What follows belongs to an exercise in optimizing a design on an open flow for small area and a short achievable clock period; a production flow would make more cautious choices. Where RTL was checked, it was by simulation tests only, not by an equivalence proof against the original.

Setup of job 6408:
Design fp16_multiplier, start of the top module:
module fp16_multiplier(
  input wire clk,
  input wire [15:0] a,
  input wire [15:0] b,
  output wire [15:0] out
);
  wire [4:0] ea = a[14:10], eb = b[14:10];
  wire [9:0] fa = a[9:0], fb = b[9:0];
  wire ea0 = ea == 5'd0, eb0 = eb == 5'd0, ea31 = &ea, eb31 = &eb;
  wire fa0 = fa == 10'd0, fb0 = fb == 10'd0;
  wire za = ea0 & fa0, zb = eb0 & fb0;
  wire ia = ea31 & fa0, ib = eb31 & fb0;
  wire s0_nan = (ea31 & ~fa0) | (eb31 & ~fb0) | (ia & zb) | (za & ib);
  wire [5:0] esum = {1'b0, ea} + {1'b0, eb};
  wire [5:0] s0_esum = (za | zb) ? 6'd0 : (ia | ib) ? 6'd63 : esum;
  wire [8:0] tza, tzb;   
  assign tza[0] = 1'b1; assign tzb[0] = 1'b1;
  genvar gk;
  generate for (gk = 1; gk <= 8; gk = gk + 1) begin : g_tz
    assign tza[gk] = tza[gk-1] & ~fa[gk-1];
    assign tzb[gk] = tzb[gk-1] & ~fb[gk-1];
  end endgenerate
  wire s0_sticky = ~|(tza & {tzb[0], tzb[1], tzb[2], tzb[3], tzb[4], tzb[5], tzb[6], tzb[7], tzb[8]});
  wire [12:0] mbx = {1'b0, ~eb0, fb, 1'b0};   
  wire [5:0] s0_bo, s0_bt, s0_bn;
  generate for (gk = 0; gk < 6; gk = gk + 1) begin : g_booth
    wire y2 = mbx[2*gk+2], y1 = mbx[2*gk+1], y0 = mbx[2*gk];
    assign s0_bo[gk] = y1 ^ y0;
    assign s0_bt[gk] = (y2 & ~y1 & ~y0) | (~y2 & y1 & y0);
    assign s0_bn[gk] = y2 & ~(y1 & y0);
  end endgenerate
  ...
Size: roughly 150 flip-flops, roughly 8000 um2 of cells after synthesis.
Settings: LEC_CHECK=0, CAP_MARGIN=20, CORE_MARGIN=2, CORE_UTILIZATION=40, SETUP_SLACK_MARGIN=2.8, SLEW_MARGIN=20; clock period 5.0 ns.
standard.sh (not shown) runs the stock make flow with config.mk's settings and CLKGATE_MAP_FILE= SYNTH_SCRIPT=/design/flow/synth_recipe.tcl, a recipe that flattens the netlist after the stock synthesis.
==> flow/flow/run.sh <==
#!/bin/bash
# The standard layout (standard.sh), with two changes:
# - synthesis leaves full and half adders to ABC (ADDER_MAP_FILE empty: no extract_fa,
#   no fa/ha cells);
# - the port buffers are buf_2 cells instead of the delay buffers buffer_ports picks.
set -euo pipefail
ADDER_MAP_FILE= bash standard.sh synth > synth.log 2>&1
BUFFER_PORTS_ARGS="-buffer_cell sky130_fd_sc_hd__buf_2" bash standard.sh > layout.log 2>&1
Here is what was changed in the inputs of job 3130 compared with job 6408.
--- a/flow/design.v
+++ b/flow/design.v
@@ -222,35 +222,35 @@
   wire fs51 = fc18 ^ fs33 ^ fc32;
   wire fc51 = (fc18 & fs33) | (fc32 & (fc18 ^ fs33));
   wire fs52 = fc19 ^ fs34 ^ fc33;
   wire fc52 = (fc19 & fs34) | (fc33 & (fc19 ^ fs34));
   wire fs53 = 1'b1 ^ fs35 ^ fc34;
   wire fc53 = (1'b1 & fs35) | (fc34 & (1'b1 ^ fs35));
   wire fs54 = t5_10 ^ ~bn[4] ^ fc35;
   wire fc54 = (t5_10 & ~bn[4]) | (fc35 & (t5_10 ^ ~bn[4]));
   wire fs55 = t5_11 ^ 1'b1;
   wire fc55 = t5_11 & 1'b1;
-  wire [7:0] lx = {fs41, fs40, fs39, fs38, fs37, bn[1], t0_1, t0_0};
-  wire [7:0] ly = {fc40, fc39, fc38, fc37, fc36, fs36, 1'b0, bn[0]};
-  wire [8:0] lsum = {1'b0, lx} + {1'b0, ly};
-  wire s1_cin = lsum[8];
-  wire [21:8] s1_hx = {fs55, fs54, fs53, fs52, fs51, fs50, fs49, fs48, fs47, fs46, fs45, fs44, fs43, fs42};
-  wire [21:8] s1_hy = {fc54, fc53, fc52, fc51, fc50, fc49, fc48, fc47, fc46, fc45, fc44, fc43, fc42, fc41};
-  reg [21:8] r1_hx, r1_hy;
+  wire [3:0] lx = {fs37, bn[1], t0_1, t0_0};
+  wire [3:0] ly = {fc36, fs36, 1'b0, bn[0]};
+  wire [4:0] lsum = {1'b0, lx} + {1'b0, ly};
+  wire s1_cin = lsum[4];
+  wire [21:4] s1_hx = {fs55, fs54, fs53, fs52, fs51, fs50, fs49, fs48, fs47, fs46, fs45, fs44, fs43, fs42, fs41, fs40, fs39, fs38};
+  wire [21:4] s1_hy = {fc54, fc53, fc52, fc51, fc50, fc49, fc48, fc47, fc46, fc45, fc44, fc43, fc42, fc41, fc40, fc39, fc38, fc37};
+  reg [21:4] r1_hx, r1_hy;
   reg r1_cin, r1_sticky, r1_nan, r1_s;
   reg [5:0] r1_esum;
   always @(posedge clk) begin
     r1_hx <= s1_hx; r1_hy <= s1_hy; r1_cin <= s1_cin; r1_sticky <= r0_sticky;
     r1_nan <= r0_nan; r1_s <= r0_s; r1_esum <= r0_esum;
   end
-  wire [14:0] psum = {r1_hx, 1'b1} + {r1_hy, r1_cin};
-  wire [21:8] s2_p = psum[14:1];
+  wire [18:0] psum = {r1_hx, 1'b1} + {r1_hy, r1_cin};
+  wire [21:8] s2_p = psum[18:5];
   reg [21:8] r2_p;
   reg r2_sticky, r2_nan, r2_s;
   reg [5:0] r2_esum;
   always @(posedge clk) begin
     r2_p <= s2_p; r2_sticky <= r1_sticky;
     r2_nan <= r1_nan; r2_s <= r1_s; r2_esum <= r1_esum;
   end
   wire lead = r2_p[21];
   wire [10:0] kept = lead ? r2_p[21:11] : r2_p[20:10];
   wire guard = lead ? r2_p[10] : r2_p[9];
- Compared with job 6408, job 3130 shows a sequential cell area that is 5.4% higher.
- Compared with job 6408, job 3130 improves slack of the worst reg-to-reg path.
- The data required time of the critical path of job 3130 exceeds that of job 6408 by 0.02 ns.
- Job 3130 vs. job 6408: setup slack went down by 0.0061 ns.
- Number of max-capacitance violations reported: job 3130 vs job 6408 identical
- Compared with job 6408, job 3130 shows a higher non-clock buffer count.
- Looking at final routed wirelength across all metal layers, job 3130 sits about 0.4% above job 6408.
- The final reports for job 3130 and job 6408 show number of filler instances in the final layout higher in the former.
- Summary of job 3130 over job 6408: sequential share of layout area went up 0.91 points; vertical extent of the die rose 1.5 um; logic depth of the worst path, buffers included now smaller.
- Final core area utilization sits lower in job 3130 than in job 6408.
No functional check of the RTL was part of job 3130.

[separate check: timing with driven ports]
Ports are ideal in the flow. The routed layouts listed here were re-timed in OpenROAD.
Step 1 assumes that a clkbuf_16 drives the clock port and a buf_2 every other input.
Step 2 also shifts input and output timing later by t, the mid clock arrival at the registers, as if the neighbouring blocks saw the same clock.
Slacks: ideal / step 1 / step 2; pairs: ideal / step 1.
run	shift t [ns]	setup WS [ns]	slew at the worst register clock pin (ns)
job 6408	0.457	2.740 / 2.740 / 2.538	0.07 / 0.07
job 3130	0.473	2.734 / 2.740 / 2.267	0.07 / 0.07
After both steps setup and hold are still met in every run listed. For job 3130, which loses most, drivers alone change the setup slack by +0.006 ns; drivers and shift together by -0.467 ns.
